Background: an optimization exercise with open tools, aiming at small area. Do not read the settings as production practice. RTL that was checked went through simulation tests only; none was proved equivalent to the original. Power and IR drop assume default switching activity.

Design color_tracker, start of the top module:
module color_tracker
(
    input   wire        clk         ,
    input   wire        rst_n       ,
    output  wire [15:0] pix_addr    ,
    output  wire        pix_rden    ,
    input   wire [15:0] pix_data    ,
    output  wire [7:0]  vga_r       ,
    output  wire [7:0]  vga_g       ,
    output  wire [7:0]  vga_b       ,
    output  reg         th_hsync    ,
    output  reg         th_vsync    ,
    output  wire [31:0] x_error     ,
    output  wire [31:0] h_error
 ) ;
function rge;
    input [15:0] a;
    input [15:0] b;
    integer i;
    reg c;
    begin
        c = 1'b1;
        for (i = 0; i < 16; i = i + 1)
            c = (a[i] & ~b[i]) | (~(a[i] ^ b[i]) & c);
For scale: ~170 flip-flops, roughly 130 I/O pins, ~13,000 um2 of cells after synthesis.
export LEC_CHECK = 0
export CAP_MARGIN = 20
export CORE_MARGIN = 2
export CORE_UTILIZATION = 65
export CTS_BUF_LIST = sky130_fd_sc_hd__clkbuf_8
export SLEW_MARGIN = 20
export SYNTH_HIERARCHICAL = 1
create_clock -name core_clock -period 12.0 [get_ports {clk}]
standard.sh (not shown) runs the stock make flow with config.mk's settings and CLKGATE_MAP_FILE= SYNTH_SCRIPT=/design/flow/synth_recipe.tcl, a recipe that flattens the netlist after the stock synthesis.
==> flow/flow/run.sh <==
#!/bin/bash
# The standard layout (standard.sh: the ORFS run, unchanged synthesis),
# with two changes: the buffers ORFS puts on every input and output port are
# the platform's smallest buffer, sky130_fd_sc_hd__buf_1, and clock tree
# synthesis uses clkbuf_8 and inserts no dummy loads.
set -euo pipefail
bash standard.sh "BUFFER_PORTS_ARGS=-buffer_cell sky130_fd_sc_hd__buf_1" \
  "CTS_ARGS=-sink_clustering_enable -repair_clock_nets -buf_list sky130_fd_sc_hd__clkbuf_8 -dont_use_dummy_load" \
  finish > standard_flow.log 2>&1
Next try:
--- a/flow/design.v
+++ b/flow/design.v
@@ -683,42 +683,30 @@
 wire fc_532;
 wire fs_533;
 wire fc_534;
 wire fs_535;
 wire fc_536;
 wire fs_537;
 wire fc_538;
 wire fs_539;
 wire fc_540;
 wire fs_541;
 wire fc_542;
-wire hs_543;
-wire hc_544;
+wire fs_543;
+wire fc_544;
 wire fs_545;
 wire fc_546;
 wire fs_547;
 wire fc_548;
 wire fs_549;
 wire fc_550;
-wire xs_551;
-wire xc_552;
-wire fs_553;
-wire fc_554;
-wire fs_555;
-wire fc_556;
-wire fs_557;
-wire fc_558;
-wire cs_559;
-wire cs_560;
-wire cs_561;
-wire cs_562;
 wire [19:0] hv;
 ha u_ha1 (.a(d3[12]), .b(d3[11]), .s(hs_1), .co(hc_2));
 fa u_fa1 (.a(d3[13]), .b(d3[12]), .c(hc_2), .s(fs_3), .co(fc_4));
 fa u_fa2 (.a(d3[14]), .b(d3[13]), .c(fc_4), .s(fs_5), .co(fc_6));
 fa u_fa3 (.a(d3[15]), .b(d3[14]), .c(fc_6), .s(fs_7), .co(fc_8));
 ha u_ha2 (.a(d3[15]), .b(fc_8), .s(hs_9), .co(hc_10));
 ha u_ha3 (.a(d3[7]), .b(d3[5]), .s(hs_11), .co(hc_12));
 fa u_fa4 (.a(d3[8]), .b(d3[6]), .c(hc_12), .s(fs_13), .co(fc_14));
 fa u_fa5 (.a(d3[9]), .b(d3[7]), .c(fc_14), .s(fs_15), .co(fc_16));
 fa u_fa6 (.a(d3[10]), .b(d3[8]), .c(fc_16), .s(fs_17), .co(fc_18));
 ha u_ha4 (.a(d3[9]), .b(fc_18), .s(hs_19), .co(hc_20));
@@ -1158,55 +1146,46 @@
 fa u_fa127 (.a(fs_487), .b(fc_486), .c(fc_520), .s(fs_521), .co(fc_522));
 fa u_fa128 (.a(fs_489), .b(fc_488), .c(fc_522), .s(fs_523), .co(fc_524));
 fa u_fa129 (.a(fs_491), .b(fc_490), .c(fc_524), .s(fs_525), .co(fc_526));
 fa u_fa130 (.a(fs_493), .b(fc_492), .c(fc_526), .s(fs_527), .co(fc_528));
 fa u_fa131 (.a(fs_495), .b(fc_494), .c(fc_528), .s(fs_529), .co(fc_530));
 fa u_fa132 (.a(fs_497), .b(fc_496), .c(fc_530), .s(fs_531), .co(fc_532));
 fa u_fa133 (.a(fs_499), .b(fc_498), .c(fc_532), .s(fs_533), .co(fc_534));
 fa u_fa134 (.a(fs_501), .b(fc_500), .c(fc_534), .s(fs_535), .co(fc_536));
 fa u_fa135 (.a(fs_503), .b(fc_502), .c(fc_536), .s(fs_537), .co(fc_538));
 fa u_fa136 (.a(fs_505), .b(fc_504), .c(fc_538), .s(fs_539), .co(fc_540));
 fa u_fa137 (.a(fs_507), .b(fc_506), .c(fc_540), .s(fs_541), .co(fc_542));
-ha u_ha73 (.a(fs_509), .b(fc_508), .s(hs_543), .co(hc_544));
-fa u_fa138 (.a(hs_511), .b(fc_510), .c(hc_544), .s(fs_545), .co(fc_546));
-fa u_fa139 (.a(~wr_375), .b(hc_512), .c(fc_546), .s(fs_547), .co(fc_548));
+fa u_fa138 (.a(fs_509), .b(fc_508), .c(fc_542), .s(fs_543), .co(fc_544));
+fa u_fa139 (.a(hs_511), .b(fc_510), .c(fc_544), .s(fs_545), .co(fc_546));
+fa u_fa140 (.a(~wr_375), .b(hc_512), .c(fc_546), .s(fs_547), .co(fc_548));
 assign fs_549 = wr_376 ^ wr_375 ^ fc_548;
-assign xs_551 = ~(fs_509 ^ fc_508);
-assign xc_552 = (fs_509 | fc_508);
-fa u_fa141 (.a(hs_511), .b(fc_510), .c(xc_552), .s(fs_553), .co(fc_554));
-fa u_fa142 (.a(~wr_375), .b(hc_512), .c(fc_554), .s(fs_555), .co(fc_556));
-assign fs_557 = wr_376 ^ wr_375 ^ fc_556;
-assign cs_559 = fc_542 ? xs_551 : hs_543;
-assign cs_560 = fc_542 ? fs_553 : fs_545;
-assign cs_561 = fc_542 ? fs_555 : fs_547;
-assign cs_562 = fc_542 ? fs_557 : fs_549;
 assign hv[0] = pp_287;
 assign hv[1] = hs_513;
 assign hv[2] = fs_515;
 assign hv[3] = fs_517;
 assign hv[4] = fs_519;
 assign hv[5] = fs_521;
 assign hv[6] = fs_523;
 assign hv[7] = fs_525;
 assign hv[8] = fs_527;
 assign hv[9] = fs_529;
 assign hv[10] = fs_531;
 assign hv[11] = fs_533;
 assign hv[12] = fs_535;
 assign hv[13] = fs_537;
 assign hv[14] = fs_539;
 assign hv[15] = fs_541;
-assign hv[16] = cs_559;
-assign hv[17] = cs_560;
-assign hv[18] = cs_561;
-assign hv[19] = cs_562;
+assign hv[16] = fs_543;
+assign hv[17] = fs_545;
+assign hv[18] = fs_547;
+assign hv[19] = fs_549;
 wire h_end = (h == 10'd800);
 wire h_200 = (h == 10'd200);
 always @(posedge clk or negedge rst_n) begin
     if (!rst_n)     h <= 10'd636;
     else if (h_end) h <= 10'd0;
     else            h <= h_inc;
 end
 always @(posedge clk or negedge rst_n) begin
     if (!rst_n)     v <= 10'd480;
     else if (h_200) v <= (v == 10'd525) ? 10'd0 : v_inc;
 end
Result:
- With this change the flow produced a layout that fails on setup timing
- cell area is lower by 1.1%
- power shrinks by 1.8%
- worst hold slack gains 0.0049 ns
- critical path depth came out higher by 2
- clock skew came out lower by 0.0087 ns
- combinational power goes down by 4.5%
- via count falls by 3.8%
- clock-buffer cell count stays the same
- fmax falls by 4.6%
- first-iteration DRC count went down by 4.2%
- core utilization hardly moves
- area after synthesis drops by 1.8%
No run of this note included a check of the RTL's function; only the layout flow was run.


Setup of beta:
color_tracker, a different RTL version from the one above (not shown whole).
Size in the first run: about 170 flip-flops, roughly 130 I/O pins, roughly 0.012 mm² of cells after synthesis.
## color_tracker
module color_tracker
(
    input   wire        clk         ,
    input   wire        rst_n       ,
    output  wire [15:0] pix_addr    ,
    output  wire        pix_rden    ,
    input   wire [15:0] pix_data    ,
    output  wire [7:0]  vga_r       ,
    output  wire [7:0]  vga_g       ,
    output  wire [7:0]  vga_b       ,
    output  reg         th_hsync    ,
    output  reg         th_vsync    ,
    output  wire [31:0] x_error     ,
    output  wire [31:0] h_error
 ) ;
function rge;
    input [15:0] a;
    input [15:0] b;
    integer i;
    reg c;
    begin
        c = 1'b1;
        for (i = 0; i < 16; i = i + 1)
            c = (a[i] & ~b[i]) | (~(a[i] ^ b[i]) & c);
        rge = c;
    end
endfunction
function [15:0] radd;
    input [15:0] a;
    input [15:0] b;
    integer i;
    reg c;
    begin
        c = 1'b0;
        for (i = 0; i < 16; i = i + 1) begin
            radd[i] = a[i] ^ b[i] ^ c;
            c = (a[i] & b[i]) | (c & (a[i] ^ b[i]));
        end
    end
endfunction
function [4:0] nx5;
    input [4:0] s;
    nx5 = {s[3:0], ~(s[4] ^ s[2])};
endfunction
function [2:0] nx3;
    input [2:0] s;
    nx3 = {s[1:0], ~(s[2] ^ s[1])};
endfunction
function [8:0] nx9;
    input [8:0] s;
    nx9 = {s[7:0], ~(s[8] ^ s[4])};
endfunction
localparam [4:0] C5_0 = 5'd0, C5_15 = 5'd11, C5_16 = 5'd23;
  ...
==> flow/config.mk <==
export PLATFORM = sky130hd
export DESIGN_NAME = color_tracker
export DESIGN_NICKNAME = color_tracker
export VERILOG_FILES = /design/flow/design.v
export SDC_FILE = /design/flow/constraint.sdc
export NUM_CORES = 4
export LEC_CHECK = 0
export CAP_MARGIN = 20
export CORE_MARGIN = 2
export CORE_UTILIZATION = 65
export CTS_BUF_LIST = sky130_fd_sc_hd__clkbuf_8
export SLEW_MARGIN = 20
export SYNTH_HIERARCHICAL = 1
==> flow/constraint.sdc <==
create_clock -name core_clock -period 12.0 [get_ports {clk}]
set_input_delay 2.4000 -clock core_clock [delete_from_list [all_inputs] [get_ports {clk}]]
set_output_delay 2.4000 -clock core_clock [all_outputs]
set_load 0.01 [all_outputs]
==> flow/flow/run.sh <==
#!/bin/bash
# The standard layout (standard.sh: the ORFS run) with these changes:
# - synthesis uses a copy of ORFS's scripts in ./scripts in which
#   * the logic is mapped with flow/abc.script, an area-oriented ABC script,
#     in place of abc_speed.script, and
#   * Yosys's adder extraction (extract_fa) runs only on the design's full
#     and half adder modules (fa, ha), not on the rest of the logic;
#   the registers are the standard synthesis's;
# - the buffers ORFS puts on every input and output port are the
#   platform's smallest buffer, sky130_fd_sc_hd__buf_1;
# - clock tree synthesis uses clkbuf_8 and inserts no dummy loads.
set -euo pipefail
rm -rf scripts
cp -r "$FLOW_HOME/scripts" scripts
cp flow/abc.script scripts/abc_speed.script
sed -i 's/^  extract_fa {\*}\[dont_use_extract_fa_args\]$/  extract_fa {*}[dont_use_extract_fa_args] fa ha/' scripts/synth.tcl
grep -q 'dont_use_extract_fa_args\] fa ha$' scripts/synth.tcl
bash standard.sh "SCRIPTS_DIR=$PWD/scripts" \
  "BUFFER_PORTS_ARGS=-buffer_cell sky130_fd_sc_hd__buf_1" \
  "CTS_ARGS=-sink_clustering_enable -repair_clock_nets -buf_list sky130_fd_sc_hd__clkbuf_8 -dont_use_dummy_load" \
  finish > standard_flow.log 2>&1
==> flow/flow/abc.script <==
&get -n
&st
&deepsyn -T 60
&dch
&nf -R 1000
&put
buffer -c
topo
stime -c
upsize -c
dnsize -c
## Diff of input files: gamma against beta
diff --git a/flow/design.v b/flow/design.v
--- a/flow/design.v
+++ b/flow/design.v
@@ -688,32 +688,29 @@
 wire fs_537;
 wire fc_538;
 wire fs_539;
 wire fc_540;
 wire fs_541;
 wire fc_542;
-wire hs_543;
-wire hc_544;
-wire fs_545;
-wire fc_546;
+wire fs_543;
+wire fc_544;
+wire hs_545;
+wire hc_546;
 wire fs_547;
 wire fc_548;
 wire fs_549;
 wire fc_550;
 wire xs_551;
 wire xc_552;
 wire fs_553;
 wire fc_554;
 wire fs_555;
 wire fc_556;
-wire fs_557;
-wire fc_558;
+wire cs_557;
+wire cs_558;
 wire cs_559;
-wire cs_560;
-wire cs_561;
-wire cs_562;
 wire [19:0] hv;
 assign ps_1 = d3[12] ^ d3[11];
 assign pc_2 = d3[12] & d3[11];
 assign ps_3 = d3[13] ^ d3[12] ^ pc_2;
 assign pc_4 = (d3[13] & d3[12]) | (pc_2 & (d3[13] ^ d3[12]));
 assign ps_5 = d3[14] ^ d3[13] ^ pc_4;
@@ -1269,25 +1266,23 @@
 fa u_fa90 (.a(fs_497), .b(fc_496), .c(fc_530), .s(fs_531), .co(fc_532));
 fa u_fa91 (.a(fs_499), .b(fc_498), .c(fc_532), .s(fs_533), .co(fc_534));
 fa u_fa92 (.a(fs_501), .b(fc_500), .c(fc_534), .s(fs_535), .co(fc_536));
 fa u_fa93 (.a(fs_503), .b(fc_502), .c(fc_536), .s(fs_537), .co(fc_538));
 fa u_fa94 (.a(fs_505), .b(fc_504), .c(fc_538), .s(fs_539), .co(fc_540));
 fa u_fa95 (.a(fs_507), .b(fc_506), .c(fc_540), .s(fs_541), .co(fc_542));
-ha u_ha9 (.a(fs_509), .b(fc_508), .s(hs_543), .co(hc_544));
-fa u_fa96 (.a(hs_511), .b(fc_510), .c(hc_544), .s(fs_545), .co(fc_546));
-fa u_fa97 (.a(~wr_375), .b(hc_512), .c(fc_546), .s(fs_547), .co(fc_548));
+fa u_fa96 (.a(fs_509), .b(fc_508), .c(fc_542), .s(fs_543), .co(fc_544));
+ha u_ha9 (.a(hs_511), .b(fc_510), .s(hs_545), .co(hc_546));
+fa u_fa97 (.a(~wr_375), .b(hc_512), .c(hc_546), .s(fs_547), .co(fc_548));
 assign fs_549 = wr_376 ^ wr_375 ^ fc_548;
-assign xs_551 = ~(fs_509 ^ fc_508);
-assign xc_552 = (fs_509 | fc_508);
-fa u_fa99 (.a(hs_511), .b(fc_510), .c(xc_552), .s(fs_553), .co(fc_554));
-fa u_fa100 (.a(~wr_375), .b(hc_512), .c(fc_554), .s(fs_555), .co(fc_556));
-assign fs_557 = wr_376 ^ wr_375 ^ fc_556;
-assign cs_559 = fc_542 ? xs_551 : hs_543;
-assign cs_560 = fc_542 ? fs_553 : fs_545;
-assign cs_561 = fc_542 ? fs_555 : fs_547;
-assign cs_562 = fc_542 ? fs_557 : fs_549;
+assign xs_551 = ~(hs_511 ^ fc_510);
+assign xc_552 = (hs_511 | fc_510);
+fa u_fa99 (.a(~wr_375), .b(hc_512), .c(xc_552), .s(fs_553), .co(fc_554));
+assign fs_555 = wr_376 ^ wr_375 ^ fc_554;
+assign cs_557 = fc_544 ? xs_551 : hs_545;
+assign cs_558 = fc_544 ? fs_553 : fs_547;
+assign cs_559 = fc_544 ? fs_555 : fs_549;
 assign hv[0] = pp_287;
 assign hv[1] = hs_513;
 assign hv[2] = fs_515;
 assign hv[3] = fs_517;
 assign hv[4] = fs_519;
 assign hv[5] = fs_521;
@@ -1298,16 +1293,16 @@
 assign hv[10] = fs_531;
 assign hv[11] = fs_533;
 assign hv[12] = fs_535;
 assign hv[13] = fs_537;
 assign hv[14] = fs_539;
 assign hv[15] = fs_541;
-assign hv[16] = cs_559;
-assign hv[17] = cs_560;
-assign hv[18] = cs_561;
-assign hv[19] = cs_562;
+assign hv[16] = fs_543;
+assign hv[17] = cs_557;
+assign hv[18] = cs_558;
+assign hv[19] = cs_559;
 wire h_end = (h == 10'd800);
 wire h_200 = (h == 10'd200);
 always @(posedge clk or negedge rst_n) begin
     if (!rst_n)     h <= 10'd636;
     else if (h_end) h <= 10'd0;
     else            h <= h_inc;
==> run summary <==
gamma has first-pass GRT wire length below what beta had. Xor and xnor area share after synthesis: gamma > beta. Relative to beta, post-route cell area has decreased by 0.47% in gamma. Compared with beta, gamma shows total power that has gone down by a few percent. Max fraction of area in multi-input gates across gamma and beta: beta. gamma vs. beta: global routing usage summed across all routing layers went down by 0.37 points.
Function was not checked in any run of this note: the RTL went through the layout flow alone.


color_tracker, a different RTL version from the one above (not shown whole).
For scale: about 1,200 cells after synthesis, roughly 170 flip-flops, ~130 I/O pins, about 13,000 um2 of cells after synthesis.
export LEC_CHECK = 0
export CAP_MARGIN = 20
export CORE_MARGIN = 2
export CORE_UTILIZATION = 65
export CTS_BUF_LIST = sky130_fd_sc_hd__clkbuf_8
export SLEW_MARGIN = 20
export SYNTH_HIERARCHICAL = 1
create_clock -name core_clock -period 12.0 [get_ports {clk}]
==> flow/flow/run.sh <==
#!/bin/bash
# The standard layout (standard.sh: the ORFS run) with these changes:
# - synthesis maps the logic with flow/abc.script, an area-oriented ABC
#   script, in place of ORFS's abc_speed.script (the rest of ORFS's scripts
#   are used as they are, from a copy in ./scripts);
# - the buffers ORFS puts on every input and output port are the
#   platform's smallest buffer, sky130_fd_sc_hd__buf_1;
# - clock tree synthesis uses clkbuf_8 and inserts no dummy loads.
set -euo pipefail
rm -rf scripts
cp -r "$FLOW_HOME/scripts" scripts
cp flow/abc.script scripts/abc_speed.script
bash standard.sh "SCRIPTS_DIR=$PWD/scripts" \
  "BUFFER_PORTS_ARGS=-buffer_cell sky130_fd_sc_hd__buf_1" \
  "CTS_ARGS=-sink_clustering_enable -repair_clock_nets -buf_list sky130_fd_sc_hd__clkbuf_8 -dont_use_dummy_load" \
  finish > standard_flow.log 2>&1
Scripts as last shown in full above: flow/flow/abc.script
The baseline completed without violations.
Rerun with:
--- a/flow/design.v
+++ b/flow/design.v
@@ -1374,43 +1374,51 @@
 wire [7:0] vd = v[7:0];
 wire flag0 = !rge({8'd0, x0n}, {8'd0, hd}) && !rge({8'd0, hd}, {8'd0, x1n});
 wire flag1 = !rge({8'd0, y0n}, {8'd0, vd}) && !rge({8'd0, vd}, {8'd0, y1n});
 wire red   = (flag0 && (vd == y0n || vd == y1n)) ||
              (flag1 && (hd == x0n || hd == x1n)) ||
              (!wrap && vd == midy && hd == midx);
 wire white = !red && nb1;
 wire rw    = red || white;
 reg [4:0] or_r;
 reg [5:0] or_g;
 reg [4:0] or_b;
+reg       or_rl, or_gl;
 always @(posedge clk or negedge rst_n) begin
     if (!rst_n) begin
         or_r  <= 5'd0;
         or_g  <= 6'd0;
         or_b  <= 5'd0;
+        or_rl <= 1'b0;
+        or_gl <= 1'b0;
     end else if (de_a) begin
         or_r  <= {5{rw}};
         or_g  <= {6{white}};
         or_b  <= {5{white}};
+        or_rl <= rw;
+        or_gl <= white;
     end else if (de_b) begin
         or_r  <= d3[15:11];
         or_g  <= d3[10:5];
         or_b  <= d3[4:0];
+        or_rl <= 1'b0;
+        or_gl <= 1'b0;
     end else begin
         or_r  <= 5'd0;
         or_g  <= 6'd0;
         or_b  <= 5'd0;
+        or_rl <= 1'b0;
+        or_gl <= 1'b0;
     end
 end
-wire de_p = h_lt201 && r1;
-assign vga_r = {or_r, {3{or_r[0] & de_p}}};
-assign vga_g = {or_g, {2{or_g[0] & de_p}}};
-assign vga_b = {or_b, {3{or_g[0] & de_p}}};
+assign vga_r = {or_r, {3{or_rl}}};
+assign vga_g = {or_g, {2{or_gl}}};
+assign vga_b = {or_b, {3{or_gl}}};
 endmodule
 module fa (input a, input b, input c, output s, output co);
     assign s  = a ^ b ^ c;
     assign co = (a & b) | (c & (a ^ b));
 endmodule
 module ha (input a, input b, output s, output co);
     assign s  = a ^ b;
     assign co = a & b;
 endmodule
After rerunning:
- final area is higher by 0.31%
- core utilization is about the same
- area after synthesis is higher by 0.41%
- routed wire length barely changes
- count of clock-buffer cells in the layout stays the same
- flip-flop and latch count is higher by 2
- combinational power is higher by 6.2%
- power is higher by 3.7%
- non-clock buffer count is lower by 1
- sequential share of layout area is higher by 0.29 points
- global-route usage is higher by 0.17 points
- setup slack degrades by 39 ps
- die area is higher by 0.39%
- final cell count is lower by 0.48%

## static timing again, ports no longer ideal
How much do the figures lean on ideal ports? The routed layouts below were timed once more, with nothing changed but the port constraints.
Step 1 (the two cells are an assumption about what drives the block):
set clk [get_ports {clk}]
set_driving_cell -lib_cell sky130_fd_sc_hd__clkbuf_16 $clk
set_driving_cell -lib_cell sky130_fd_sc_hd__buf_2 [delete_from_list [all_inputs] $clk]
Step 2 moves the port delays by t, midway between the first and last clock arrival at a register: inputs arrive t later, outputs are due t later. That takes back most of the time a late clock gives input paths.
Slacks: ideal / step 1 / step 2; pairs: ideal / step 1.
run	t (ns)	setup WS [ns]	worst slew at a driven data input, ns	cell pins on the clock port's net
the first run of note 1	0.497	0.356 / 0.314 / 0.811	0.03	1
the second run of note 1	0.480	-0.212 / -0.251 / 0.228	0.03	1
beta	0.481	0.293 / 0.252 / 0.733	0.03	1
gamma	0.477	0.318 / 0.277 / 0.754	0.04	1
the first run of note 3	0.473	0.497 / 0.462 / 0.935	0.03	1
the second run of note 3	0.486	0.457 / 0.413 / 0.899	0.03	1
